This is an optimization exercise on Yosys and OpenROAD, whose aim is small area and a short achievable clock period, not a production implementation.
In this exercise RTL edits were held to simulation tests only and were not proved equivalent to the original.

==> run P: inputs <==
==> flow/design.v (excerpt) <==
module tflaf_top
#(parameter L_ORD = 2, Q_ORD = 7, WIDTH = 16, QP = 12)
(
    input clk,
    input reset,
    input [WIDTH-1:0] signal_in,
    input [WIDTH-1:0] desired_in,
    output [WIDTH-1:0] filter_out_d,
    output reg [WIDTH-1:0] error_d
);
Settings: LEC_CHECK=0, ABC_AREA=1, CAP_MARGIN=20, CORE_MARGIN=2, CORE_UTILIZATION=45, PLACE_DENSITY=0.6, SETUP_SLACK_MARGIN=3.8, SLEW_MARGIN=20; clock period 8.5 ns.
run.sh (not shown) runs the stock make flow with config.mk's settings and CLKGATE_MAP_FILE= SYNTH_SCRIPT=/design/flow/synth_recipe.tcl, a recipe that flattens the netlist after the stock synthesis.
==> inputs of run G, as changes to run P <==
--- a/flow/design.v
+++ b/flow/design.v
@@ -2861,91 +2861,95 @@
     input [WIDTH-1:0] desired_in,
     output [WIDTH-1:0] filter_out_d,
     output reg [WIDTH-1:0] error_d
 );
     reg  [15:0] s1, d1, d2, d3, d4;
     reg  [9:0]  xt1, xt3;
     reg  [15:0] f0 [0:6], f1 [0:6], f2 [0:6], f3 [0:6], f4 [0:6];
-    reg  [23:0] e1 [0:6];
     reg  [15:0] w0 [0:6], w1 [0:6], wc;
     reg  [15:0] m0a [0:6], m0b [0:6], m1a [0:6], m1b [0:6], mc;
     reg  [6:0]  m0c, m1c;
     reg  [12:0] xe0a [0:6], xe0b [0:6], xe1a [0:6], xe1b [0:6];
     reg  [6:0]  xe0c, xe1c;
     reg  [8:0]  xec;
     reg  [15:0] ya, yb;
-    reg         reset_d;
     reg  [8:0]  mu;
     reg  [4:0]  mu_one, mu_two, mu_neg;
     wire [15:0] p0a [0:6], p0b [0:6], p1a [0:6], p1b [0:6];
     wire [6:0]  p0c, p1c;
     wire [12:0] q0a [0:6], q0b [0:6], q1a [0:6], q1b [0:6];
     wire [6:0]  q0c, q1c;
     wire [12:0] xe0 [0:6], xe1 [0:6];
     wire [15:0] fn [0:6];
-    wire [23:0] en [0:6];
+    wire [23:0] en [0:6], en1 [0:6];
     wire [15:0] x_rnd  = signal_in + 16'd16;
     wire [9:0]  xt1_n  = x_rnd[14:5];
     wire [9:0]  xt3_n  = xt1_n + {xt1_n[8:0], 1'b0};
     wire [6*15-1:0] mag;
     wire [5:0]      sgn;
     nonl_PhiMap_pip_lut Phi(.x_trunc(xt1), .x_trunc3(xt3), .mag_packed(mag), .sign_packed(sgn));
     genvar g;
     generate
         for (g = 0; g < 7; g = g + 1) begin : br
             wire [7:0] one, two, neg;
             if (g == 0) begin : k12
                 assign fn[g] = s1;
                 booth_enc16 ENC(.a(f0[g]), .one(one), .two(two), .neg(neg));
                 assign en[g] = {one, two, neg};
+                wire [7:0] one1, two1, neg1;
+                booth_enc16 ENC1(.a(f1[g]), .one(one1), .two(two1), .neg(neg1));
+                assign en1[g] = {one1, two1, neg1};
                 mul_fir_k12 FM0(.one(en[g][23:16]), .two(en[g][15:8]), .neg(en[g][7:0]), .b(w0[g]),
                                 .ya(p0a[g]), .yb(p0b[g]), .c(p0c[g]));
-                mul_fir_k12 FM1(.one(e1[g][23:16]), .two(e1[g][15:8]), .neg(e1[g][7:0]), .b(w1[g]),
+                mul_fir_k12 FM1(.one(en1[g][23:16]), .two(en1[g][15:8]), .neg(en1[g][7:0]), .b(w1[g]),
                                 .ya(p1a[g]), .yb(p1b[g]), .c(p1c[g]));
                 mul_upd_k12 UM0(.one(mu_one), .two(mu_two), .neg(mu_neg), .b(f3[g]),
                                 .ya(q0a[g]), .yb(q0b[g]), .c(q0c[g]));
                 mul_upd_k12 UM1(.one(mu_one), .two(mu_two), .neg(mu_neg), .b(f4[g]),
                                 .ya(q1a[g]), .yb(q1b[g]), .c(q1c[g]));
                 assign xe0[g] = xe0a[g] + xe0b[g] + xe0c[g];
                 assign xe1[g] = xe1a[g] + xe1b[g] + xe1c[g];
             end else begin : k14
                 assign fn[g] = {sgn[g-1], mag[15*(g-1) +: 15]};
                 booth_enc16 ENC(.a({1'b0, f0[g][14:0]}), .one(one), .two(two), .neg(neg));
                 assign en[g] = {one, 1'b0, two[6:0], neg ^ {8{f0[g][15]}}};
+                wire [7:0] one1, two1, neg1;
+                booth_enc16 ENC1(.a({1'b0, f1[g][14:0]}), .one(one1), .two(two1), .neg(neg1));
+                assign en1[g] = {one1, 1'b0, two1[6:0], neg1 ^ {8{f1[g][15]}}};
                 mul_fir_k14 FM0(.one(en[g][23:16]), .two(en[g][15:8]), .neg(en[g][7:0]), .b(w0[g]),
                                 .ya(p0a[g]), .yb(p0b[g]), .c(p0c[g]));
-                mul_fir_k14 FM1(.one(e1[g][23:16]), .two(e1[g][15:8]), .neg(e1[g][7:0]), .b(w1[g]),
+                mul_fir_k14 FM1(.one(en1[g][23:16]), .two(en1[g][15:8]), .neg(en1[g][7:0]), .b(w1[g]),
                                 .ya(p1a[g]), .yb(p1b[g]), .c(p1c[g]));
                 wire [9:0] r0a, r0b, r1a, r1b;
                 mul_upd_k14 UM0(.one(mu_one), .two(mu_two), .neg(mu_neg), .sgn(f3[g][15]),
                                 .b({1'b0, f3[g][14:0]}), .ya(r0a), .yb(r0b), .c(q0c[g]));
                 mul_upd_k14 UM1(.one(mu_one), .two(mu_two), .neg(mu_neg), .sgn(f4[g][15]),
                                 .b({1'b0, f4[g][14:0]}), .ya(r1a), .yb(r1b), .c(q1c[g]));
                 assign q0a[g] = {3'd0, r0a}; assign q0b[g] = {3'd0, r0b};
                 assign q1a[g] = {3'd0, r1a}; assign q1b[g] = {3'd0, r1b};
                 wire [9:0] x0 = xe0a[g][9:0] + xe0b[g][9:0] + xe0c[g];
                 wire [9:0] x1 = xe1a[g][9:0] + xe1b[g][9:0] + xe1c[g];
                 assign xe0[g] = {{3{x0[9]}}, x0};
                 assign xe1[g] = {{3{x1[9]}}, x1};
             end
             always @(posedge clk) begin
-                f0[g] <= fn[g];
-                f1[g] <= f0[g]; f2[g] <= f1[g]; f3[g] <= f2[g]; f4[g] <= f3[g];
-                e1[g] <= en[g];
-            end
-            always @(posedge clk) begin
-                m0a[g] <= p0a[g]; m0b[g] <= p0b[g]; m0c[g] <= p0c[g];
-                m1a[g] <= p1a[g]; m1b[g] <= p1b[g]; m1c[g] <= p1c[g];
-                xe0a[g] <= q0a[g]; xe0b[g] <= q0b[g]; xe0c[g] <= q0c[g];
-                xe1a[g] <= q1a[g]; xe1b[g] <= q1b[g]; xe1c[g] <= q1c[g];
-            end
-            always @(posedge clk) begin
-                if (reset | reset_d) begin
+                if (reset) begin
+                    f0[g] <= 16'd0; f1[g] <= 16'd0; f2[g] <= 16'd0; f3[g] <= 16'd0; f4[g] <= 16'd0;
+                    m0a[g] <= 16'd0; m0b[g] <= 16'd0; m0c[g] <= 1'b0;
+                    m1a[g] <= 16'd0; m1b[g] <= 16'd0; m1c[g] <= 1'b0;
+                    xe0a[g] <= 13'd0; xe0b[g] <= 13'd0; xe0c[g] <= 1'b0;
+                    xe1a[g] <= 13'd0; xe1b[g] <= 13'd0; xe1c[g] <= 1'b0;
                     w0[g] <= 16'd0; w1[g] <= 16'd0;
                 end else begin
+                    f0[g] <= fn[g];
+                    f1[g] <= f0[g]; f2[g] <= f1[g]; f3[g] <= f2[g]; f4[g] <= f3[g];
+                    m0a[g] <= p0a[g]; m0b[g] <= p0b[g]; m0c[g] <= p0c[g];
+                    m1a[g] <= p1a[g]; m1b[g] <= p1b[g]; m1c[g] <= p1c[g];
+                    xe0a[g] <= q0a[g]; xe0b[g] <= q0b[g]; xe0c[g] <= q0c[g];
+                    xe1a[g] <= q1a[g]; xe1b[g] <= q1b[g]; xe1c[g] <= q1c[g];
                     w0[g] <= w0[g] + {{3{xe0[g][12]}}, xe0[g]};
                     w1[g] <= w1[g] + {{3{xe1[g][12]}}, xe1[g]};
                 end
             end
         end
     endgenerate
     wire [15:0] sa, sb;
@@ -2970,20 +2974,19 @@
             d1 <= desired_in; d2 <= d1; d3 <= d2; d4 <= d3;
             mu <= mu_n;
             mu_one <= mu_n_one; mu_two <= mu_n_two; mu_neg <= mu_n_neg;
             error_d <= err;
         end
     end
     always @(posedge clk) begin
-        reset_d <= reset;
-        mc <= wc;
-        xec <= mu;
-        if (reset | reset_d) begin
-            wc <= 16'd0;
+        if (reset) begin
+            mc <= 16'd0; xec <= 9'd0; wc <= 16'd0;
             ya <= 16'd0; yb <= 16'd0;
         end else begin
+            mc <= wc;
+            xec <= mu;
             wc <= wc + {{7{xec[8]}}, xec};
             ya <= sa; yb <= sb;
         end
     end
     assign filter_out_d = ya + yb;
 endmodule
==> inputs of run E, as changes to run P <==
--- a/flow/design.v
+++ b/flow/design.v
@@ -2861,15 +2861,14 @@
     input [WIDTH-1:0] desired_in,
     output [WIDTH-1:0] filter_out_d,
     output reg [WIDTH-1:0] error_d
 );
     reg  [15:0] s1, d1, d2, d3, d4;
     reg  [9:0]  xt1, xt3;
     reg  [15:0] f0 [0:6], f1 [0:6], f2 [0:6], f3 [0:6], f4 [0:6];
-    reg  [23:0] e1 [0:6];
     reg  [15:0] w0 [0:6], w1 [0:6], wc;
     reg  [15:0] m0a [0:6], m0b [0:6], m1a [0:6], m1b [0:6], mc;
     reg  [6:0]  m0c, m1c;
     reg  [12:0] xe0a [0:6], xe0b [0:6], xe1a [0:6], xe1b [0:6];
     reg  [6:0]  xe0c, xe1c;
     reg  [8:0]  xec;
     reg  [15:0] ya, yb;
@@ -2878,46 +2877,52 @@
     reg  [4:0]  mu_one, mu_two, mu_neg;
     wire [15:0] p0a [0:6], p0b [0:6], p1a [0:6], p1b [0:6];
     wire [6:0]  p0c, p1c;
     wire [12:0] q0a [0:6], q0b [0:6], q1a [0:6], q1b [0:6];
     wire [6:0]  q0c, q1c;
     wire [12:0] xe0 [0:6], xe1 [0:6];
     wire [15:0] fn [0:6];
-    wire [23:0] en [0:6];
+    wire [23:0] en [0:6], en1 [0:6];
     wire [15:0] x_rnd  = signal_in + 16'd16;
     wire [9:0]  xt1_n  = x_rnd[14:5];
     wire [9:0]  xt3_n  = xt1_n + {xt1_n[8:0], 1'b0};
     wire [6*15-1:0] mag;
     wire [5:0]      sgn;
     nonl_PhiMap_pip_lut Phi(.x_trunc(xt1), .x_trunc3(xt3), .mag_packed(mag), .sign_packed(sgn));
     genvar g;
     generate
         for (g = 0; g < 7; g = g + 1) begin : br
             wire [7:0] one, two, neg;
             if (g == 0) begin : k12
                 assign fn[g] = s1;
                 booth_enc16 ENC(.a(f0[g]), .one(one), .two(two), .neg(neg));
                 assign en[g] = {one, two, neg};
+                wire [7:0] one1, two1, neg1;
+                booth_enc16 ENC1(.a(f1[g]), .one(one1), .two(two1), .neg(neg1));
+                assign en1[g] = {one1, two1, neg1};
                 mul_fir_k12 FM0(.one(en[g][23:16]), .two(en[g][15:8]), .neg(en[g][7:0]), .b(w0[g]),
                                 .ya(p0a[g]), .yb(p0b[g]), .c(p0c[g]));
-                mul_fir_k12 FM1(.one(e1[g][23:16]), .two(e1[g][15:8]), .neg(e1[g][7:0]), .b(w1[g]),
+                mul_fir_k12 FM1(.one(en1[g][23:16]), .two(en1[g][15:8]), .neg(en1[g][7:0]), .b(w1[g]),
                                 .ya(p1a[g]), .yb(p1b[g]), .c(p1c[g]));
                 mul_upd_k12 UM0(.one(mu_one), .two(mu_two), .neg(mu_neg), .b(f3[g]),
                                 .ya(q0a[g]), .yb(q0b[g]), .c(q0c[g]));
                 mul_upd_k12 UM1(.one(mu_one), .two(mu_two), .neg(mu_neg), .b(f4[g]),
                                 .ya(q1a[g]), .yb(q1b[g]), .c(q1c[g]));
                 assign xe0[g] = xe0a[g] + xe0b[g] + xe0c[g];
                 assign xe1[g] = xe1a[g] + xe1b[g] + xe1c[g];
             end else begin : k14
                 assign fn[g] = {sgn[g-1], mag[15*(g-1) +: 15]};
                 booth_enc16 ENC(.a({1'b0, f0[g][14:0]}), .one(one), .two(two), .neg(neg));
                 assign en[g] = {one, 1'b0, two[6:0], neg ^ {8{f0[g][15]}}};
+                wire [7:0] one1, two1, neg1;
+                booth_enc16 ENC1(.a({1'b0, f1[g][14:0]}), .one(one1), .two(two1), .neg(neg1));
+                assign en1[g] = {one1, 1'b0, two1[6:0], neg1 ^ {8{f1[g][15]}}};
                 mul_fir_k14 FM0(.one(en[g][23:16]), .two(en[g][15:8]), .neg(en[g][7:0]), .b(w0[g]),
                                 .ya(p0a[g]), .yb(p0b[g]), .c(p0c[g]));
-                mul_fir_k14 FM1(.one(e1[g][23:16]), .two(e1[g][15:8]), .neg(e1[g][7:0]), .b(w1[g]),
+                mul_fir_k14 FM1(.one(en1[g][23:16]), .two(en1[g][15:8]), .neg(en1[g][7:0]), .b(w1[g]),
                                 .ya(p1a[g]), .yb(p1b[g]), .c(p1c[g]));
                 wire [9:0] r0a, r0b, r1a, r1b;
                 mul_upd_k14 UM0(.one(mu_one), .two(mu_two), .neg(mu_neg), .sgn(f3[g][15]),
                                 .b({1'b0, f3[g][14:0]}), .ya(r0a), .yb(r0b), .c(q0c[g]));
                 mul_upd_k14 UM1(.one(mu_one), .two(mu_two), .neg(mu_neg), .sgn(f4[g][15]),
                                 .b({1'b0, f4[g][14:0]}), .ya(r1a), .yb(r1b), .c(q1c[g]));
                 assign q0a[g] = {3'd0, r0a}; assign q0b[g] = {3'd0, r0b};
@@ -2926,15 +2931,14 @@
                 wire [9:0] x1 = xe1a[g][9:0] + xe1b[g][9:0] + xe1c[g];
                 assign xe0[g] = {{3{x0[9]}}, x0};
                 assign xe1[g] = {{3{x1[9]}}, x1};
             end
             always @(posedge clk) begin
                 f0[g] <= fn[g];
                 f1[g] <= f0[g]; f2[g] <= f1[g]; f3[g] <= f2[g]; f4[g] <= f3[g];
-                e1[g] <= en[g];
             end
             always @(posedge clk) begin
                 m0a[g] <= p0a[g]; m0b[g] <= p0b[g]; m0c[g] <= p0c[g];
                 m1a[g] <= p1a[g]; m1b[g] <= p1b[g]; m1c[g] <= p1c[g];
                 xe0a[g] <= q0a[g]; xe0b[g] <= q0b[g]; xe0c[g] <= q0c[g];
                 xe1a[g] <= q1a[g]; xe1b[g] <= q1b[g]; xe1c[g] <= q1c[g];
             end
==> comparison table <==
metric                                                                 run E           run G           run P
Run status                                                    finished clean  finished clean  finished clean
Setup clock skew after layout                                       0.104 ns       0.0799 ns       0.0730 ns
Origin of the worst setup path                                         ya[0]           ya[4]           ya[0]
Non-Clock Inverter Count                                                4237            5135            4388
Post-route minimum period                                            5.27 ns         5.09 ns         5.27 ns
Net count of the mapped netlist                                        24772           26965           24804
Number of multi-input combinational cells in the layout                14172           15351           13905
Worst slew pin tran                                                  1.35 ns         1.15 ns         1.44 ns
Fraction of the mapped netlist area in adder cells                     34.0%           32.5%           33.6%
Length of routed wiring on met1                                    257000 µm       262000 µm       260000 µm
Slew headroom                                                          9.44%           23.3%           3.34%
Total clock sinks                                                       1756            1755            1897
Pre-Repair DR Iteration Count                                              6               8               8
# nets final                                                           24392           26521           24394
Fraction of final layout cells sized beyond drive strength 1           5.23%           5.47%           5.16%
Slowest stage cell on the critical path                              dfxtp_2         dfxtp_1         dfxtp_2

static timing again, ports no longer ideal:
In the flow no input, the clock included, has a driving cell. The finished layouts below were timed again as built, in two steps.
Step 1: set_driving_cell puts a clkbuf_16 on clk and a buf_2 on each other input, an assumption about the parent block.
Step 2, shift: input delay + t, output delay - t, t = (earliest + latest rising clock arrival at the registers) / 2. This alone moves slack from input paths to output paths.
Three values: ideal, step 1, step 2; two values: the first two.
run | shift t [ns] | setup slack, ns | worst hold slack (ns) | worst setup path at the end
run P | 1.075 | 3.231 / 3.117 / 3.573 | 0.313 / 0.313 / 0.313 | input to register
run G | 1.062 | 3.410 / 3.294 / 3.613 | 0.382 / 0.382 / 0.382 | input to register
run E | 1.067 | 3.233 / 3.108 / 3.670 | 0.304 / 0.304 / 0.304 | input to register
After both steps every run listed still meets setup and hold.
